This is an optimization exercise on Yosys and OpenROAD, whose aim is small area, a short achievable clock period and few clock cycles, not a production implementation.

==> inputs of wip/tundra <==
## M2
module M2 (
	input  logic        Clock_50,
	input  logic        Resetn,
	input  logic [15:0] SRAM_read_data,
	input  logic        M2_start,
	output logic        SRAM_we_n,
	output logic        M2_done,
	output logic [15:0] SRAM_write_data,
	output logic [17:0] SRAM_address
);
clock: 12.0 ns
lec_check: 0
cap_margin: 20
core_margin: 2
core_utilization: 40
slew_margin: 20
synth_memory_max_bits: 4096
standard.sh (not shown) runs the stock make flow with config.mk's settings and CLKGATE_MAP_FILE= SYNTH_SCRIPT=/design/flow/synth_recipe.tcl, a recipe that flattens the netlist after the stock synthesis.
==> flow/flow/run.sh <==
#!/bin/bash
# The standard layout, with timing repair aiming at 8.5 ns of setup slack
# instead of 0.  The clock period and constraints are the standard flow's.
set -euo pipefail
bash standard.sh SETUP_SLACK_MARGIN=8.5 finish > standard.log 2>&1
==> inputs of wip/lagoon, as changes to wip/tundra <==
==> flow/flow/run.sh (replaced) <==
#!/bin/bash
# The standard layout, with timing repair aiming at 8 ns of setup slack
# instead of 0.  The clock period and constraints are the standard flow's.
set -euo pipefail
bash standard.sh SETUP_SLACK_MARGIN=8 finish > standard.log 2>&1
==> impl_metrics.json <==
{
  "status": "timing/DRC/antenna clean",
  "fin_cells": 17400,
  "cpMostUsedCell": "buf_12",
  "track_usage_pct": 21.8,
  "post-dp-hpwl_um": 279000,
  "post_dp_cell_area_mm2": 0.158,
  "mostFrequentLayoutCells": "edfxtp_1 (1622), dfxtp_1 (1074), nor2_1 (905)",
  "clock_latency_ns": 0.98
}
Source of the figures above: wip/tundra

==> impl_metrics.json <==
{
  "post_dp_cell_area_mm2": 0.158,
  "mostFrequentLayoutCells": "edfxtp_1 (1622), dfxtp_1 (1117), nor2_1 (923)",
  "cts_buffers": 322,
  "clk_pin_slew_ns": 0.06,
  "status": "timing/DRC/antenna clean",
  "period_needed_ns": 4.20,
  "post-dp-hpwl_um": 282000,
  "netlist_instances": 11600,
  "tns_ns": 0,
  "fin_cells": 17100
}
Source of the figures above: wip/lagoon

No functional check of the RTL was part of any run of this note.

==> v23: inputs <==
Another version of the RTL of M2 (not shown whole).
Settings: LEC_CHECK=0, ABC_CLOCK_PERIOD_IN_PS=4000, CAP_MARGIN=20, CORE_MARGIN=2, CORE_UTILIZATION=40, SETUP_SLACK_MARGIN=5, SLEW_MARGIN=20, SYNTH_MEMORY_MAX_BITS=4096; clock period 12.0 ns.
run.sh (not shown) runs the stock make flow with config.mk's settings and CLKGATE_MAP_FILE= SYNTH_SCRIPT=/design/flow/synth_recipe.tcl, a recipe that flattens the netlist after the stock synthesis.
Stock flow here: none of the scripts above is used.
==> inputs of v34, as changes to v23 <==
ABC_CLOCK_PERIOD_IN_PS = unset   (was 4000)
SETUP_SLACK_MARGIN = unset   (was 5)
==> summary.txt <==
Largest Register - tbuf.mem
Syn avg cell area - 11.69 um^2
Most common cell in the netlist - inv_1
Placed insts - 19898
Share of the synthesized area in the top cell type - 28.61%
R2r startpoint - rpass.nb$_SDFF_PP0_
Most frequent cells in the layout - inv_1, edfxtp_1, dfxtp_1, fa_1, nand2_1
Maximum Capacitance Violations - 0
Status - timing/DRC/antenna clean
Post-synth ARST share - 5.268%
Achievable Freq - 156.2 MHz
Area contributors post-synth - edfxtp_1, dfxtp_1, fa_1
Multiplexer share of the synthesized area - 7.404%
Multi-input gate area in the final layout - 83500 um^2
Core footprint - 423700 um^2
TNS Setup - 0 ns
Hold Crit Start - rpass.p1[0]$_DFF_P_
Max incr delay on CP - 0.81 ns
Place WS - 5.491 ns
Source of the figures above: v23

==> summary.txt <==
Largest Register - tbuf.mem
Multi-input gate area in the final layout - 83500 um^2
Share of the synthesized area in the top cell type - 28.61%
Most frequent cells in the layout - inv_1, edfxtp_1, dfxtp_1, fa_1, nand2_1
Most common cell in the netlist - inv_1
Post-synth ARST share - 5.268%
Status - timing/DRC/antenna clean
Syn avg cell area - 11.69 um^2
R2r startpoint - rpass.nb$_SDFF_PP0_
Source of the figures above: v34

No run of this note included a check of the RTL's function; only the layout flow was run.

==> 08-12 <==
Another version of the RTL of M2 (not shown whole).
// M2
module M2 (
	input  logic        Clock_50,
	input  logic        Resetn,
	input  logic [15:0] SRAM_read_data,
	input  logic        M2_start,
	output logic        SRAM_we_n,
	output logic        M2_done,
	output logic [15:0] SRAM_write_data,
	output logic [17:0] SRAM_address
);
==> flow/config.mk <==
export PLATFORM = sky130hd
export DESIGN_NAME = M2
export DESIGN_NICKNAME = M2
export VERILOG_FILES = /design/flow/design.v
export SDC_FILE = /design/flow/constraint.sdc
export NUM_CORES = 8
export LEC_CHECK = 0
export CAP_MARGIN = 20
export CORE_MARGIN = 2
export CORE_UTILIZATION = 40
export CTS_CLUSTER_DIAMETER = 70
export CTS_CLUSTER_SIZE = 30
export SLEW_MARGIN = 20
export SYNTH_MEMORY_MAX_BITS = 4096
==> flow/constraint.sdc <==
create_clock -name core_clock -period 12.0 [get_ports {Clock_50}]
set_input_delay 2.4000 -clock core_clock [delete_from_list [all_inputs] [get_ports {Clock_50}]]
set_output_delay 2.4000 -clock core_clock [all_outputs]
set_load 0.01 [all_outputs]
standard.sh (not shown) runs the stock make flow with config.mk's settings and CLKGATE_MAP_FILE= SYNTH_SCRIPT=/design/flow/synth_recipe.tcl, a recipe that flattens the netlist after the stock synthesis.
==> flow/flow/run.sh <==
#!/bin/bash
# The standard layout, with timing repair aiming at 8.1 ns of setup slack
# instead of 0.  The clock period and constraints are the standard flow's.
set -euo pipefail
bash standard.sh SETUP_SLACK_MARGIN=8.1 finish > standard.log 2>&1
==> 03-26: changes against 08-12 <==
--- a/flow/design.v
+++ b/flow/design.v
@@ -259,17 +259,17 @@
 	output logic [21:0] rdata
 );
 logic [21:0] mem [0:63];
 always_ff @ (posedge clock) begin
 	if (wren) mem[waddr] <= wdata;
 end
 assign rdata = mem[raddr];
 endmodule
-module row_pass (input logic clk, input logic [15:0] x, input logic [3:0] p0,
+module row_pass (input logic clk, input logic [15:0] x, input logic [17:0] x3, input logic [3:0] p0,
   output logic [29:0] ra0, ra1, ra2, ra3, rb0, rb1, rb2, rb3);
 function automatic logic [59:0] csa(input logic [29:0] a, b, c);
   logic [29:0] s, cy; s = a ^ b ^ c; cy = ((a & b) | (a & c) | (b & c)) << 1; csa = {s, cy};
 endfunction
 function automatic logic [29:0] add30(input logic [29:0] a, b, input logic ci);
   logic [29:0] g, p, G, P, Gn, Pn;
   g = a & b; p = a ^ b; g[0] = g[0] | (p[0] & ci); G = g; P = p;
   Gn = G; Pn = P;
@@ -350,17 +350,16 @@
   Gn[25] = G[25] | (P[25] & G[15]); Pn[25] = P[25] & P[15];
   Gn[26] = G[26] | (P[26] & G[15]); Pn[26] = P[26] & P[15];
   Gn[27] = G[27] | (P[27] & G[15]); Pn[27] = P[27] & P[15];
   Gn[28] = G[28] | (P[28] & G[15]); Pn[28] = P[28] & P[15];
   Gn[29] = G[29] | (P[29] & G[15]); Pn[29] = P[29] & P[15];
   G = Gn; P = Pn;
   add30 = p ^ {G[28:0], ci};
 endfunction
-logic [17:0] x3; assign x3 = {{2{x[15]}}, x} + {x[15], x, 1'b0};
 logic sg0;    
 always_ff @(posedge clk) case (p0)
   4'd0: sg0 <= 1'b0;
   4'd1: sg0 <= 1'b1;
   4'd3: sg0 <= 1'b1;
   4'd4: sg0 <= 1'b0;
   4'd6: sg0 <= 1'b1;
   4'd7: sg0 <= 1'b1;
@@ -516,17 +515,17 @@
 assign ub3p = rb[1];
 assign ub3s = ub3p ^ ps3 ^ pc3; assign ub3c = {((ub3p & ps3) | (ub3p & pc3) | (ps3 & pc3)), 1'b0};
 always_ff @(posedge clk) rb[3] <= ld ? 30'd90800080 : (add30(ub3s, ub3c, 1'b0) ^ {30{xb}});
 assign ra0 = ra[0]; assign rb0 = rb[0];
 assign ra1 = ra[1]; assign rb1 = rb[1];
 assign ra2 = ra[2]; assign rb2 = rb[2];
 assign ra3 = ra[3]; assign rb3 = rb[3];
 endmodule
-module col_pass (input logic clk, input logic [21:0] x, input logic [3:0] p0,
+module col_pass (input logic clk, input logic [21:0] x, input logic [23:0] x3, input logic [3:0] p0,
   output logic [31:0] ra0, ra1, ra2, ra3, rb0, rb1, rb2, rb3);
 function automatic logic [63:0] csa(input logic [31:0] a, b, c);
   logic [31:0] s, cy; s = a ^ b ^ c; cy = ((a & b) | (a & c) | (b & c)) << 1; csa = {s, cy};
 endfunction
 function automatic logic [31:0] add32(input logic [31:0] a, b, input logic ci);
   logic [31:0] g, p, G, P, Gn, Pn;
   g = a & b; p = a ^ b; g[0] = g[0] | (p[0] & ci); G = g; P = p;
   Gn = G; Pn = P;
@@ -616,17 +615,16 @@
   Gn[27] = G[27] | (P[27] & G[15]); Pn[27] = P[27] & P[15];
   Gn[28] = G[28] | (P[28] & G[15]); Pn[28] = P[28] & P[15];
   Gn[29] = G[29] | (P[29] & G[15]); Pn[29] = P[29] & P[15];
   Gn[30] = G[30] | (P[30] & G[15]); Pn[30] = P[30] & P[15];
   Gn[31] = G[31] | (P[31] & G[15]); Pn[31] = P[31] & P[15];
   G = Gn; P = Pn;
   add32 = p ^ {G[30:0], ci};
 endfunction
-logic [23:0] x3; assign x3 = {{2{x[21]}}, x} + {x[21], x, 1'b0};
 logic sg0;    
 always_ff @(posedge clk) case (p0)
   4'd0: sg0 <= 1'b0;
   4'd1: sg0 <= 1'b1;
   4'd3: sg0 <= 1'b1;
   4'd4: sg0 <= 1'b0;
   4'd6: sg0 <= 1'b1;
   4'd7: sg0 <= 1'b1;
@@ -810,16 +808,17 @@
 		4'd0: nof = 3'd1; 4'd1: nof = 3'd3; 4'd3: nof = 3'd5; 4'd4: nof = 3'd2;
 		4'd6: nof = 3'd7; 4'd7: nof = 3'd6; 4'd9: nof = 3'd0; default: nof = 3'd4;
 	endcase
 endfunction
 logic        run;
 logic [3:0]  q;              
 logic [3:0]  rp0;            
 logic [3:0]  cp0;            
+logic [3:0]  cp1;            
 logic        rd_on;          
 logic        q_rd;
 assign q_rd = (q != 4'd2) && (q != 4'd5) && (q != 4'd8) && (q != 4'd11);
 logic [14:0] rowb;
 logic [2:0]  rk;
 logic [5:0]  rbc;
 logic [4:0]  rbr;
 logic [1:0]  rpl;
@@ -851,27 +850,27 @@
 logic        wslot;          
 logic        do_write;
 logic        last_write;
 assign last_write = (wpl == 2'd2) && (wbr == 5'd29) && w_last_bc && (wp == 2'd3) && (wk == 3'd7);
 assign do_write = wslot && (wb_cnt != 4'd0);
 always_ff @(posedge Clock_50 or negedge Resetn) begin
 	if (!Resetn) begin
 		run <= 1'b0; rd_on <= 1'b1;
-		q <= 4'd0; rp0 <= 4'd9; cp0 <= 4'd2; wslot <= 1'b0;
+		q <= 4'd0; rp0 <= 4'd8; cp0 <= 4'd2; cp1 <= 4'd1; wslot <= 1'b0;
 		rowb <= 15'd9600; rk <= 3'd0; rbc <= 6'd0; rbr <= 5'd0; rpl <= 2'd0;
 		waddr <= 17'd0; wk <= 3'd0; wp <= 2'd0; wbc <= 6'd0; wbr <= 5'd0; wpl <= 2'd0;
 		SRAM_we_n <= 1'b1;
 		M2_done <= 1'b0;
 	end else begin
 		SRAM_we_n <= 1'b1;
 		if (!run) begin
 			if (M2_start && !M2_done) run <= 1'b1;
 		end else begin
-			q <= inc12(q); rp0 <= inc12(rp0); cp0 <= inc12(cp0);
+			q <= inc12(q); rp0 <= inc12(rp0); cp0 <= inc12(cp0); cp1 <= inc12(cp1);
 			wslot <= (q == 4'd1) || (q == 4'd4) || (q == 4'd7) || (q == 4'd10);
 			if (q_rd) begin
 				if (rd_on) begin
 					if (q == 4'd10) begin
 						rowb <= rowb + rinc;
 						rk <= rk + 3'd1;
 						if (rk == 3'd7) begin
 							if (!r_last_bc) rbc <= rbc + 6'd1;
@@ -917,22 +916,27 @@
 	if (run) begin
 		if (q_rd) SRAM_address <= {rowb, nof(q)};
 		else begin
 			SRAM_address <= {1'b0, waddr};
 			SRAM_write_data <= wb[wk];
 		end
 	end
 end
-logic [15:0] xr;
-always_ff @(posedge Clock_50) xr <= SRAM_read_data;
+logic [15:0] xr, xr2;
+logic [17:0] xr3;            
+always_ff @(posedge Clock_50) begin
+	xr <= SRAM_read_data;
+	xr2 <= xr;
+	xr3 <= {{2{xr[15]}}, xr} + {xr[15], xr, 1'b0};
+end
 logic [29:0] rpa [0:3];
 logic [29:0] rpb [0:3];
 row_pass rpass (
-	.clk(Clock_50), .x(xr), .p0(rp0),
+	.clk(Clock_50), .x(xr2), .x3(xr3), .p0(rp0),
 	.ra0(rpa[0]), .ra1(rpa[1]), .ra2(rpa[2]), .ra3(rpa[3]),
 	.rb0(rpb[0]), .rb1(rpb[1]), .rb2(rpb[2]), .rb3(rpb[3])
 );
 logic        row_v;          
 logic        row_end;        
 logic [2:0]  rp_k;
 logic        rp_par;
 logic [21:0] stg [0:7];
@@ -960,18 +964,18 @@
 		3'd4: mof = 3'd7; 3'd5: mof = 3'd6; 3'd6: mof = 3'd0; default: mof = 3'd4;
 	endcase
 endfunction
 logic        cp_on, cp_pend, cp_par, cp_pend_par;
 logic [2:0]  cp_m;
 logic        cp_on_n, cp_par_n;
 logic [2:0]  cp_m_n, cp_n_n;
 logic [5:0]  cp_addr;
-logic        cv1, col_done, col_odd;
-logic [2:0]  cm1;
+logic        cv1, cv2, col_done, col_odd;
+logic [2:0]  cm1, cm2;
 always_comb begin
 	cp_on_n = cp_on; cp_m_n = cp_m; cp_par_n = cp_par;
 	if (run && cp0 == 4'd11) begin
 		if (cp_pend) begin
 			cp_on_n = 1'b1; cp_m_n = 3'd0; cp_par_n = cp_pend_par;
 		end else if (cp_on) begin
 			cp_m_n = cp_m + 3'd1;
 			if (cp_m == 3'd7) cp_on_n = 1'b0;
@@ -980,51 +984,57 @@
 	cp_n_n = nof(run ? inc12(cp0) : cp0);
 end
 always_ff @(posedge Clock_50 or negedge Resetn) begin
 	if (!Resetn) begin
 		row_v <= 1'b0; row_end <= 1'b0; rp_k <= 3'd0; rp_par <= 1'b0;
 		tw_we <= 1'b0; tw_i <= 3'd0; tw_k <= 3'd0; tw_par <= 1'b0; tw_addr <= 6'd0;
 		cp_on <= 1'b0; cp_pend <= 1'b0; cp_par <= 1'b0; cp_pend_par <= 1'b0; cp_m <= 3'd0;
 		cp_addr <= 6'd0;
-		cv1 <= 1'b0; cm1 <= 3'd0; col_done <= 1'b0; col_odd <= 1'b0;
+		cv1 <= 1'b0; cm1 <= 3'd0; cv2 <= 1'b0; cm2 <= 3'd0; col_done <= 1'b0; col_odd <= 1'b0;
 	end else begin
 		if (run && q == 4'd10) row_v <= rd_on;
-		row_end <= run && (q == 4'd3) && row_v;
+		row_end <= run && (q == 4'd4) && row_v;
 		if (row_end) begin
 			rp_k <= rp_k + 3'd1;
 			if (rp_k == 3'd7) rp_par <= ~rp_par;
 			tw_we <= 1'b1; tw_i <= 3'd0; tw_k <= rp_k; tw_par <= rp_par;
 			tw_addr <= rp_par ? {mof(3'd0), rp_k} : {rp_k, mof(3'd0)};
 		end else if (tw_we) begin
 			tw_i <= tw_i + 3'd1;
 			if (tw_i == 3'd7) tw_we <= 1'b0;
 			tw_addr <= tw_par ? {mof(tw_i + 3'd1), tw_k} : {tw_k, mof(tw_i + 3'd1)};
 		end
 		if (row_end && rp_k == 3'd7) begin
 			cp_pend <= 1'b1; cp_pend_par <= rp_par;
 		end else if (run && cp0 == 4'd11) cp_pend <= 1'b0;
 		cp_on <= cp_on_n; cp_m <= cp_m_n; cp_par <= cp_par_n;
 		cp_addr <= cp_par_n ? {cp_m_n, cp_n_n} : {cp_n_n, cp_m_n};
 		cv1 <= cp_on; cm1 <= cp_m;
-		col_done <= (q == 4'd10) && cv1;
-		col_odd <= cm1[0];
+		cv2 <= cv1;   cm2 <= cm1;
+		col_done <= (q == 4'd11) && cv2;
+		col_odd <= cm2[0];
 	end
 end
 logic [21:0] tb_rdata;
 dual_port_RAM_0 tbuf (
 	.clock(Clock_50), .wren(tw_we), .waddr(tw_addr), .wdata(stg[0]),
 	.raddr(cp_addr), .rdata(tb_rdata)
 );
-logic [21:0] cx;
-always_ff @(posedge Clock_50) cx <= tb_rdata;
+logic [21:0] cx, cx2;
+logic [23:0] cx3;            
+always_ff @(posedge Clock_50) begin
+	cx <= tb_rdata;
+	cx2 <= cx;
+	cx3 <= {{2{cx[21]}}, cx} + {cx[21], cx, 1'b0};
+end
 logic [31:0] cpa [0:3];
 logic [31:0] cpb [0:3];
 col_pass cpass (
-	.clk(Clock_50), .x(cx), .p0(cp0),
+	.clk(Clock_50), .x(cx2), .x3(cx3), .p0(cp1),
 	.ra0(cpa[0]), .ra1(cpa[1]), .ra2(cpa[2]), .ra3(cpa[3]),
 	.rb0(cpb[0]), .rb1(cpb[1]), .rb2(cpb[2]), .rb3(cpb[3])
 );
 logic [7:0] smp [0:7];
 always_comb begin
 	for (int c = 0; c < 4; c++) begin
 		smp[3 - c] = clip(cpa[c]);
 		smp[4 + c] = clip(cpb[c]);
==> summary of the runs <==
- Against 03-26, the flip-flop and latch count of 08-12 is lower by 82.
- Synthesized area: 08-12 is smaller than 03-26 (1.6%).
- Of 03-26 and 08-12, 03-26 has the higher final cell count (gap about 0.5%, measured against 08-12).
- Register-to-register slack: 08-12 is lower than 03-26 (250 ps).
- Between 03-26 and 08-12, the lower sequential share of layout area is in 08-12 (gap 1.0 points).
- Critical path depth: 03-26 is lower than 08-12 (13).
- In 08-12 the wire length is higher than in 03-26, by about 0.5%.
- Against 03-26, the maximum frequency of 08-12 is smaller by 1.9%.
==> figures <==
item                                                      03-26                  08-12
Outcome                                timing/DRC/antenna clean  timing/DRC/antenna clean
Placed Instances                                          15.5k                  15.3k
Post-CTS setup buffers                                       24                     82
Critical path endpoint                                SRAM_we_n  cpass.ps2[15]$_DFF_P_
Worst path required time                                9600 ps               12750 ps
Area after DPL                                       152000 µm²             150000 µm²
Area of the multi-input gates                         67600 µm²              68800 µm²
Maximum single-stage delay on the critical path          540 ps                 510 ps
Simple-gate area share of the yosys netlist              0.0702                 0.0703
Final core area utilization                               0.439                  0.447
Count of clock tree sinks                                  2945                   2863
Area share of the largest cell type after synthesis       0.327                  0.332
Initial drt markers                                        9071                   8923
Worst Path Arrival                                      1550 ps                4780 ps
Final critical-path required period                     3950 ps                4030 ps
Worst Reg2Reg Path Length in Cells                           11                     14
Resized cells post-CTS                                      211                    402
No functional check of the RTL was part of any run of this note.

[re-timing with driven ports]
The results above use ideal ports. As a check the final layouts listed here were re-extracted and re-timed, cells and wires unchanged. Step 1 (the two cells are an assumption about what drives the block):
set clk [get_ports {Clock_50}]
set_driving_cell -lib_cell sky130_fd_sc_hd__clkbuf_16 $clk
set_driving_cell -lib_cell sky130_fd_sc_hd__buf_2 [delete_from_list [all_inputs] $clk]
Step 2 also shifts input and output timing later by t, the mid clock arrival at the registers, as if the neighbouring blocks saw the same clock. a / b / c = no drivers / after step 1 / after step 2; a / b = the first two.
run | shift t [ns] | slack for setup (ns) | clock arrival spread, ns
wip/tundra | 1.018 | 7.806 / 7.806 / 7.806 | 0.134 / 0.133
wip/lagoon | 1.014 | 7.795 / 7.795 / 7.795 | 0.096 / 0.095
v23 | 1.061 | 5.598 / 5.598 / 5.598 | 0.090 / 0.090
v34 | 1.061 | 5.598 / 5.598 / 5.598 | 0.090 / 0.090
08-12 | 0.998 | 7.974 / 7.974 / 7.974 | 0.114 / 0.114
03-26 | 1.007 | 8.051 / 7.950 / 8.142 | 0.130 / 0.130
After both steps every run listed still meets setup and hold. The worst setup slack also covers recovery checks on asynchronous resets.
